Source: an optimization exercise on an open RTL-to-GDS flow (aim: small area and few clock cycles per item). Production flows keep margins and buffers that such runs may drop. No run shown here included a check of the RTL's function; only the layout flow was run.

==> flow/design.v, too long to show whole: its modules and the start of the top module <==
// module joinC: 15 lines
// module OEHB: 26 lines
// module mul_comb: 749 lines
// module fa_cell: 4 lines
// module ha_cell: 4 lines
// module mul_op: 22 lines
module mul_op #(parameter INPUTS = 2,
		parameter OUTPUTS = 1,
		parameter DATA_IN_SIZE = 32,
		parameter DATA_OUT_SIZE = 32)
		(
		input clk,
		input rst,
		input [INPUTS * (DATA_IN_SIZE)- 1 : 0]data_in_bus,
		input [INPUTS - 1 : 0]valid_in_bus,
		output [INPUTS - 1 : 0] ready_in_bus,
		output [OUTPUTS * (DATA_OUT_SIZE) - 1 : 0]data_out_bus,
		output [OUTPUTS - 1 : 0]valid_out_bus,
		input 	[OUTPUTS - 1 : 0] ready_out_bus
);
  // ...
==> flow/flow/run.sh <==
#!/bin/bash
set -euo pipefail
cd "$(dirname "$0")/.."
bash standard.sh 'BUFFER_PORTS_ARGS=-buffer_cell sky130_fd_sc_hd__buf_1' finish > standard_sh.log 2>&1 || { tail -50 standard_sh.log; exit 1; }
tail -5 standard_sh.log
ls -l out/final.def
==> flow/standard.sh <==
#!/bin/bash
# synth_recipe.tcl (not shown) runs the flow's synth.tcl, then flattens the netlist and writes it again
# the make line also repeats each setting of config.mk as NAME=value (left out here)
make -C /OpenROAD-flow-scripts/flow DESIGN_CONFIG=/design/flow/config.mk WORK_HOME=/design/flow/orfs CLKGATE_MAP_FILE= SYNTH_SCRIPT=/design/flow/synth_recipe.tcl "${@:-finish}"
==> flow/config.mk <==
export PLATFORM = sky130hd
export DESIGN_NAME = mul_op
export DESIGN_NICKNAME = mul_op
export VERILOG_FILES = /design/flow/design.v
export SDC_FILE = /design/flow/constraint.sdc
export NUM_CORES = 4
export LEC_CHECK = 0
export ABC_AREA = 1
export CAP_MARGIN = 20
export CORE_MARGIN = 2
export CORE_UTILIZATION = 40
export SLEW_MARGIN = 20
export SYNTH_HIERARCHICAL = 1
==> flow/constraint.sdc <==
create_clock -name core_clock -period 8.0 [get_ports {clk}]
set_input_delay 1.6000 -clock core_clock [delete_from_list [all_inputs] [get_ports {clk}]]
set_output_delay 1.6000 -clock core_clock [all_outputs]
set_load 0.01 [all_outputs]
==> results.toml, run 1 <==
[status]
outcome = "failed layout checks"
so.violations = "setup timing"

[worst_setup_path]
cp.arrival_ps = 8800
slowest_stage = "fa_2"
r2r_end = "oehb_buffer.data_reg[21]"
crit_top_cell = "fa_2"
reg2reg_setup_slack_ps = 6600
crit_start = "data_in_bus[33]"

[placement]
dpl.hpwl_um = 30500
place_ws_ps = -1340

[die]
ios = 104
tapCellCount = 390

[synth]
yosysWarningCount = 7
syn_area_um2 = 11900
synthSimpleGateAreaFrac = 0.0986

[layout]
layout.nets = 1778
largest_register_ffs = 32
n_antenna_cell = 0
final_cell_mix = "250 x xor2_1, 232 x o22ai_1, 198 x fa_1"
seq_cells = 33
final_cells = 1853
clk_share = 0.0140
buf_share = 0.0990

[clocking]
numCtsBuffers = 5
clockBufferDepth = 2

[routing]
first_iter_violations = 868

[timing]
final.setup.tns_ps = -6610
setup_ws_ps = -761
slew_headroom = 0.443
setup_viol = 13

[worst_hold_path]
hold_depth = 2
==> inputs of run 2 (changes only) <==
--- a/flow/design.v
+++ b/flow/design.v
@@ -692,106 +692,112 @@
   wire pg9 = g[9] | (t[9] & pg8);
   wire pp9 = t[9] & pp8;
   wire pg10 = g[10] | (t[10] & pg9);
   wire pp10 = t[10] & pp9;
   wire pg11 = g[11] | (t[11] & pg10);
   wire pp11 = t[11] & pp10;
   wire pg12 = g[12] | (t[12] & pg11);
   wire pp12 = t[12] & pp11;
-  wire pg13 = g[13] | (t[13] & pg12);
-  wire pp13 = t[13] & pp12;
-  wire pg14 = g[14] | (t[14] & pg13);
-  wire pp14 = t[14] & pp13;
-  wire pg15 = g[15] | (t[15] & pg14);
-  wire pp15 = t[15] & pp14;
-  wire pg16 = g[16] | (t[16] & pg15);
-  wire pp16 = t[16] & pp15;
-  wire pg17 = g[18] | (t[18] & g[17]);
-  wire pp17 = t[18] & t[17];
-  wire pg18 = g[20] | (t[20] & g[19]);
-  wire pp18 = t[20] & t[19];
-  wire pg19 = g[22] | (t[22] & g[21]);
-  wire pp19 = t[22] & t[21];
-  wire pg20 = g[24] | (t[24] & g[23]);
-  wire pp20 = t[24] & t[23];
-  wire pg21 = g[26] | (t[26] & g[25]);
-  wire pp21 = t[26] & t[25];
-  wire pg22 = g[28] | (t[28] & g[27]);
-  wire pp22 = t[28] & t[27];
-  wire pg23 = g[30] | (t[30] & g[29]);
-  wire pp23 = t[30] & t[29];
+  wire pg13 = g[14] | (t[14] & g[13]);
+  wire pp13 = t[14] & t[13];
+  wire pg14 = g[16] | (t[16] & g[15]);
+  wire pp14 = t[16] & t[15];
+  wire pg15 = g[18] | (t[18] & g[17]);
+  wire pp15 = t[18] & t[17];
+  wire pg16 = g[20] | (t[20] & g[19]);
+  wire pp16 = t[20] & t[19];
+  wire pg17 = g[22] | (t[22] & g[21]);
+  wire pp17 = t[22] & t[21];
+  wire pg18 = g[24] | (t[24] & g[23]);
+  wire pp18 = t[24] & t[23];
+  wire pg19 = g[26] | (t[26] & g[25]);
+  wire pp19 = t[26] & t[25];
+  wire pg20 = g[28] | (t[28] & g[27]);
+  wire pp20 = t[28] & t[27];
+  wire pg21 = g[30] | (t[30] & g[29]);
+  wire pp21 = t[30] & t[29];
+  wire pg22 = pg13 | (pp13 & pg12);
+  wire pp22 = pp13 & pp12;
+  wire pg23 = pg15 | (pp15 & pg14);
+  wire pp23 = pp15 & pp14;
   wire pg24 = pg17 | (pp17 & pg16);
   wire pp24 = pp17 & pp16;
   wire pg25 = pg19 | (pp19 & pg18);
   wire pp25 = pp19 & pp18;
   wire pg26 = pg21 | (pp21 & pg20);
   wire pp26 = pp21 & pp20;
   wire pg27 = pg23 | (pp23 & pg22);
   wire pp27 = pp23 & pp22;
   wire pg28 = pg25 | (pp25 & pg24);
   wire pp28 = pp25 & pp24;
-  wire pg29 = pg27 | (pp27 & pg26);
-  wire pp29 = pp27 & pp26;
-  wire pg30 = pg29 | (pp29 & pg28);
-  wire pp30 = pp29 & pp28;
-  wire pg31 = pg26 | (pp26 & pg28);
-  wire pp31 = pp26 & pp28;
-  wire pg32 = pg18 | (pp18 & pg24);
-  wire pp32 = pp18 & pp24;
-  wire pg33 = pg20 | (pp20 & pg28);
-  wire pp33 = pp20 & pp28;
-  wire pg34 = pg22 | (pp22 & pg31);
-  wire pp34 = pp22 & pp31;
-  wire pg35 = g[17] | (t[17] & pg16);
-  wire pp35 = t[17] & pp16;
-  wire pg36 = g[19] | (t[19] & pg24);
-  wire pp36 = t[19] & pp24;
-  wire pg37 = g[21] | (t[21] & pg32);
-  wire pp37 = t[21] & pp32;
-  wire pg38 = g[23] | (t[23] & pg28);
-  wire pp38 = t[23] & pp28;
-  wire pg39 = g[25] | (t[25] & pg33);
-  wire pp39 = t[25] & pp33;
-  wire pg40 = g[27] | (t[27] & pg31);
-  wire pp40 = t[27] & pp31;
-  wire pg41 = g[29] | (t[29] & pg34);
-  wire pp41 = t[29] & pp34;
+  wire pg29 = pg28 | (pp28 & pg27);
+  wire pp29 = pp28 & pp27;
+  wire pg30 = pg24 | (pp24 & pg27);
+  wire pp30 = pp24 & pp27;
+  wire pg31 = pg26 | (pp26 & pg29);
+  wire pp31 = pp26 & pp29;
+  wire pg32 = pg14 | (pp14 & pg22);
+  wire pp32 = pp14 & pp22;
+  wire pg33 = pg16 | (pp16 & pg27);
+  wire pp33 = pp16 & pp27;
+  wire pg34 = pg18 | (pp18 & pg30);
+  wire pp34 = pp18 & pp30;
+  wire pg35 = pg20 | (pp20 & pg29);
+  wire pp35 = pp20 & pp29;
+  wire pg36 = g[13] | (t[13] & pg12);
+  wire pp36 = t[13] & pp12;
+  wire pg37 = g[15] | (t[15] & pg22);
+  wire pp37 = t[15] & pp22;
+  wire pg38 = g[17] | (t[17] & pg32);
+  wire pp38 = t[17] & pp32;
+  wire pg39 = g[19] | (t[19] & pg27);
+  wire pp39 = t[19] & pp27;
+  wire pg40 = g[21] | (t[21] & pg33);
+  wire pp40 = t[21] & pp33;
+  wire pg41 = g[23] | (t[23] & pg30);
+  wire pp41 = t[23] & pp30;
+  wire pg42 = g[25] | (t[25] & pg34);
+  wire pp42 = t[25] & pp34;
+  wire pg43 = g[27] | (t[27] & pg29);
+  wire pp43 = t[27] & pp29;
+  wire pg44 = g[29] | (t[29] & pg35);
+  wire pp44 = t[29] & pp35;
   assign p[0] = t[0];
   assign p[1] = t[1] ^ g[0];
   assign p[2] = t[2] ^ pg1;
   assign p[3] = t[3] ^ pg2;
   assign p[4] = t[4] ^ pg3;
   assign p[5] = t[5] ^ pg4;
   assign p[6] = t[6] ^ pg5;
   assign p[7] = t[7] ^ pg6;
   assign p[8] = t[8] ^ pg7;
   assign p[9] = t[9] ^ pg8;
   assign p[10] = t[10] ^ pg9;
   assign p[11] = t[11] ^ pg10;
   assign p[12] = t[12] ^ pg11;
   assign p[13] = t[13] ^ pg12;
-  assign p[14] = t[14] ^ pg13;
-  assign p[15] = t[15] ^ pg14;
-  assign p[16] = t[16] ^ pg15;
-  assign p[17] = t[17] ^ pg16;
-  assign p[18] = t[18] ^ pg35;
-  assign p[19] = t[19] ^ pg24;
-  assign p[20] = t[20] ^ pg36;
-  assign p[21] = t[21] ^ pg32;
-  assign p[22] = t[22] ^ pg37;
-  assign p[23] = t[23] ^ pg28;
-  assign p[24] = t[24] ^ pg38;
-  assign p[25] = t[25] ^ pg33;
-  assign p[26] = t[26] ^ pg39;
-  assign p[27] = t[27] ^ pg31;
-  assign p[28] = t[28] ^ pg40;
-  assign p[29] = t[29] ^ pg34;
-  assign p[30] = t[30] ^ pg41;
-  assign p[31] = t[31] ^ pg30;
+  assign p[14] = t[14] ^ pg36;
+  assign p[15] = t[15] ^ pg22;
+  assign p[16] = t[16] ^ pg37;
+  assign p[17] = t[17] ^ pg32;
+  assign p[18] = t[18] ^ pg38;
+  assign p[19] = t[19] ^ pg27;
+  assign p[20] = t[20] ^ pg39;
+  assign p[21] = t[21] ^ pg33;
+  assign p[22] = t[22] ^ pg40;
+  assign p[23] = t[23] ^ pg30;
+  assign p[24] = t[24] ^ pg41;
+  assign p[25] = t[25] ^ pg34;
+  assign p[26] = t[26] ^ pg42;
+  assign p[27] = t[27] ^ pg29;
+  assign p[28] = t[28] ^ pg43;
+  assign p[29] = t[29] ^ pg35;
+  assign p[30] = t[30] ^ pg44;
+  assign p[31] = t[31] ^ pg31;
 endmodule
 module fa_cell (input a, input b, input ci, output s, output co);
   assign s = a ^ b ^ ci;
   assign co = (a & b) | (a & ci) | (b & ci);
 endmodule
 module ha_cell (input a, input b, output s, output co);
   assign s = a ^ b;
   assign co = a & b;
==> flow/flow/run.sh (replaced) <==
#!/bin/bash
# The standard layout (standard.sh) with three changes to how it is made:
#  - ABC's area script for the synthesis's technology mapping is flow/abc_area.script
#    (run from a copy of ORFS's scripts folder that differs only in that file);
#  - the port buffers are made from the smallest buffer cell, buf_1;
#  - clock tree synthesis uses clkbuf_8 for its root and tree buffers and adds no dummy loads.
# The synthesis is otherwise the standard one (synth_recipe.tcl), so the registers
# and their names are the standard synthesis's.
set -euo pipefail
cd "$(dirname "$0")/.."
W=$PWD
rm -rf "$W/scripts_abc"
cp -r "$FLOW_HOME/scripts" "$W/scripts_abc"
cp "$W/flow/abc_area.script" "$W/scripts_abc/abc_area.script"
diff -r "$FLOW_HOME/scripts" "$W/scripts_abc" > scripts_diff.log 2>&1 || true
bash standard.sh "SCRIPTS_DIR=$W/scripts_abc" 'BUFFER_PORTS_ARGS=-buffer_cell sky130_fd_sc_hd__buf_1' \
  'CTS_ARGS=-sink_clustering_enable -repair_clock_nets -root_buf sky130_fd_sc_hd__clkbuf_8 -buf_list sky130_fd_sc_hd__clkbuf_8 -dont_use_dummy_load' finish > standard_sh.log 2>&1 || { tail -50 standard_sh.log; exit 1; }
tail -5 standard_sh.log
ls -l out/final.def
==> flow/flow/abc_area.script (new file) <==
strash
dch
map -a
topo
==> flow/config.mk (replaced) <==
export PLATFORM = sky130hd
export DESIGN_NAME = mul_op
export DESIGN_NICKNAME = mul_op
export VERILOG_FILES = /design/flow/design.v
export SDC_FILE = /design/flow/constraint.sdc
export NUM_CORES = 4
export LEC_CHECK = 0
export ABC_AREA = 1
export CAP_MARGIN = 20
export CORE_MARGIN = 2
export CORE_UTILIZATION = 60
export CTS_BUF_LIST = sky130_fd_sc_hd__clkbuf_8
export GPL_TIMING_DRIVEN = 0
export PLACE_DENSITY = 0.75
export SLEW_MARGIN = 20
export SYNTH_HIERARCHICAL = 1
==> run 2 against run 1 <==
The layout still fails its checks (setup timing). Design area down 6.4%. Final cell count down 20%. Non-clock buffer count down 70. Flip-flop and latch count unchanged. First-iteration DRC count up 36%. Count of clock-buffer cells in the layout unchanged.
==> results.toml, run 2 <==
[status]
outcome = "failed layout checks"
so.violations = "setup timing"

[synth]
synth_xor_area_frac = 0.236
synthMuxAreaShare = 0
synth.largest_area_cell = "fa_1"
synth_fp_nets = 1402
synthSimpleGateAreaFrac = 0.0404
synth_compound_area_frac = 0.162
synth_top_family_by_area = "adder cells"
avgSynthCellArea_um2 = 10.1
synthTopCellsByArea = "fa_1 40%, xor2_1 22%, o22ai_1 15%"
synthAdderAreaFrac = 0.434
synth_seq_cells = 33
ys.flop_type = "edfxtp_1"
ys_seq_area_frac = 0.0904
syn_area_um2 = 10900
netlist-cell-type-count = 20
yosysWarningCount = 7
synth_top_area_share = 0.396
yosysMostFrequentCell = "xor2_1"
synth-edff-count = 32
syn_inst = 1084
synth_commonest_cells = "269 x xor2_1, 254 x o22ai_1, 216 x fa_1, 106 x clkinv_1, 71 x nor2_1"
ys_async_sr_fraction = 0.0303

[grt]
grt_pass1_vias = 10089
overflow = 0
grt_pass1_wl_um = 53000
grtUsageTotal = 0.345
grt_max_degree = 30
antenna_found_initial = 0

[worst_setup_path]
reg2reg_setup_slack_ps = 6650
crit_path_start_kind = "primary input"
slowest_stage = "fa_2"
crit_top_cell = "fa_2"
worst_path_largest_cell_delay_ps = 380
cp.arrival_ps = 8180
r2r_start = "oehb_buffer.valid_out_bus"
path_class = "in -> reg"
critical_path_required_ps = 8050
crit_family = "adder cells"
rr_worst_depth = 2
r2r_end = "oehb_buffer.data_reg[30]"
cp.buffers_inverters = 6
worstSetupEndpointType = "flop"
cp_max_fo = 15

[layout]
drive_above_1_share = 0.121
layout_commonest_cell = "xor2_1"
n_antenna_cell = 0
post-route-cell-area_um2 = 12800
area_growth_syn_to_layout_pct = 17.0
fill_cells = 1348
final_cell_mix = "269 x xor2_1, 247 x o22ai_1, 203 x fa_1"
layout.nets = 1567
largest_register_ffs = 32

[timing]
skew_ps = 12.7
max_clock_freq_ghz = 0.123
rsz0062_at_grt = "true"
min_period_ps = 8130
hold_violations = 0
final.setup.tns_ps = -292
drv_slew = 0
slew_headroom = 0.226
setup_ws_ps = -129
setup_viol = 4
finalCritPeriodShare = 1.02
tightest_slew_ps = 1160

[routing]
first_pass_iters = 6
first_iter_violations = 1182
drtAntennaViolNets = 0
wl_per_cell_um = 22.0
drc_errors = 0
drt_wl_total_um = 32500
viasPerCell = 6.61
vias = 9761

[die]
start_util = 0.609
core_area_um2 = 17900
die_x_um = 139
floorplan.die_area_um2 = 19300
fp.dieH_um = 139
rows = 49
ios = 104

[placement]
placed_cell_area_um2 = 12000
globalplace.congestion = 0.903
dpl.hpwl_um = 21700
numPortBuffers = 103

[worst_hold_path]
hold_depth = 2
hp-start = "oehb_buffer.valid_out_bus"
hold_path.class = "reg -> reg"
min_to = "oehb_buffer.valid_out_bus"

[clocking]
clockBufferDepth = 2
h-tree-depth = 2
cts_tree = "done"
worstSkewPairLatency_ps = 310
numCtsBuffers = 5
clk_pin_slew_ps = 70
cts_num_sinks = 33
root_buffer = "clkbuf_8"

[flow_run]
drv_cap = 0
[run 2: cell types whose count changed in the layout (fill, tap and decap cells not counted), moves of 37 or more]
cell / before / now
clkinv_1: 11 / 83
nand2_1: 171 / 35
nor2_1: 25 / 62
inv_1: 109 / 0
nand3_1: 42 / 1
buf_4: 111 / 35
[run 2: layout make-up]
type                            instances  area, um2  share of cell area
Timing Repair inverter                  6       41.3             0.00324
Multi-Input combinational cell        947       9840               0.771
Tap cell                              229        287              0.0225
Clock buffer                            5       68.8             0.00539
Timing Repair Buffer                  149       1000              0.0786
Sequential cell                        33        986              0.0773
Buffer                                  1       7.51            0.000588
Inverter                              106        527              0.0413
[run 2: kinds of logic after synthesis]
logic type	Yosys count
buffers and inverters	107
adder cells (fa/ha/maj)	249
flip-flops	33
XOR/XNOR	294
AND/OR/NAND/NOR	116
AO/OA/AOI/OAI	285
[run 2: worst min-delay path, stage by stage, from the launching register on]
cell and delay, ps:
dfrtp_1 360, nand2_2 320, nand2_1 140
[run 2: how the worst max path moves through the flow]
stage,start,cells past startpoint,slack (ps),to
2_1_floorplan,data_in_bus[34],29,-260,oehb_buffer.data_reg[30]
3_3_place_gp,data_in_bus[33],33,-3050,oehb_buffer.data_reg[30]
3_5_place_dp,data_in_bus[32],34,-1540,oehb_buffer.data_reg[30]
4_1_cts,data_in_bus[35],32,-40,oehb_buffer.data_reg[30]
5_1_grt,data_in_bus[2],32,-370,oehb_buffer.data_reg[30]
6_report,data_in_bus[2],32,-130,oehb_buffer.data_reg[30]
[run 2: per-layer routing]
metal,GRT usage,vias to the layer above,wire length (um)
met4,0.159,0,1610
met3,0.0611,128,3400
met1,0.454,4830,11900
met2,0.562,653,15600
met5,0,-,0
li1,-,4150,-
[run 2: modules after synthesis, one instance, submodules excluded, a selection]
module    copies in the design  cell area [um2]  cells
mul_comb                     1             5780    830
ha_cell                     14             12.5      1
fa_cell                    196             20.0      1
[run 2: stage by stage]
step           worst slack [ps]  hold slack (ps)  cells  utilization
2_1_floorplan              -258             1200   1084            -
3_3_place_gp              -3050             1410   1416        0.657
3_5_place_dp              -1540              850   1426        0.669
4_1_cts                   -41.0              872   1470        0.705
5_1_grt                    -373              930   1476        0.713
6_report                   -129              860   1476        0.713
[run 2: what timing repair did]
action	CTS	global route
resized for setup	55	20
hold buffers	0	0
endpoints found under the setup margin	11	7
gates cloned	12	0
setup buffers	27	6
pin swaps	13	3
endpoints found under the hold margin	0	0

-- static timing again, ports no longer ideal --
How much do the figures lean on ideal ports? The routed layouts below were timed once more, with nothing changed but the port constraints. Step 1 assumes that a clkbuf_16 drives the clock port and a buf_2 every other input. Step 2 times the ports against the registers' clock, not the clock port: input delays grow and output delays shrink by t, the midpoint of the rising clock arrivals with the driver on. Slacks: ideal / step 1 / step 2; pairs: ideal / step 1.
| run | t, ns | slack for setup (ns) | worst slew at a driven data input, ns |
|---|---|---|---|
| run 1 | 0.327 | -0.761 / -0.775 / -1.101 | 0.07 |
| run 2 | 0.349 | -0.129 / -0.138 / -0.487 | 0.08 |
For run 2, which loses most, drivers alone change the setup slack by -0.009 ns; drivers and shift together by -0.358 ns.
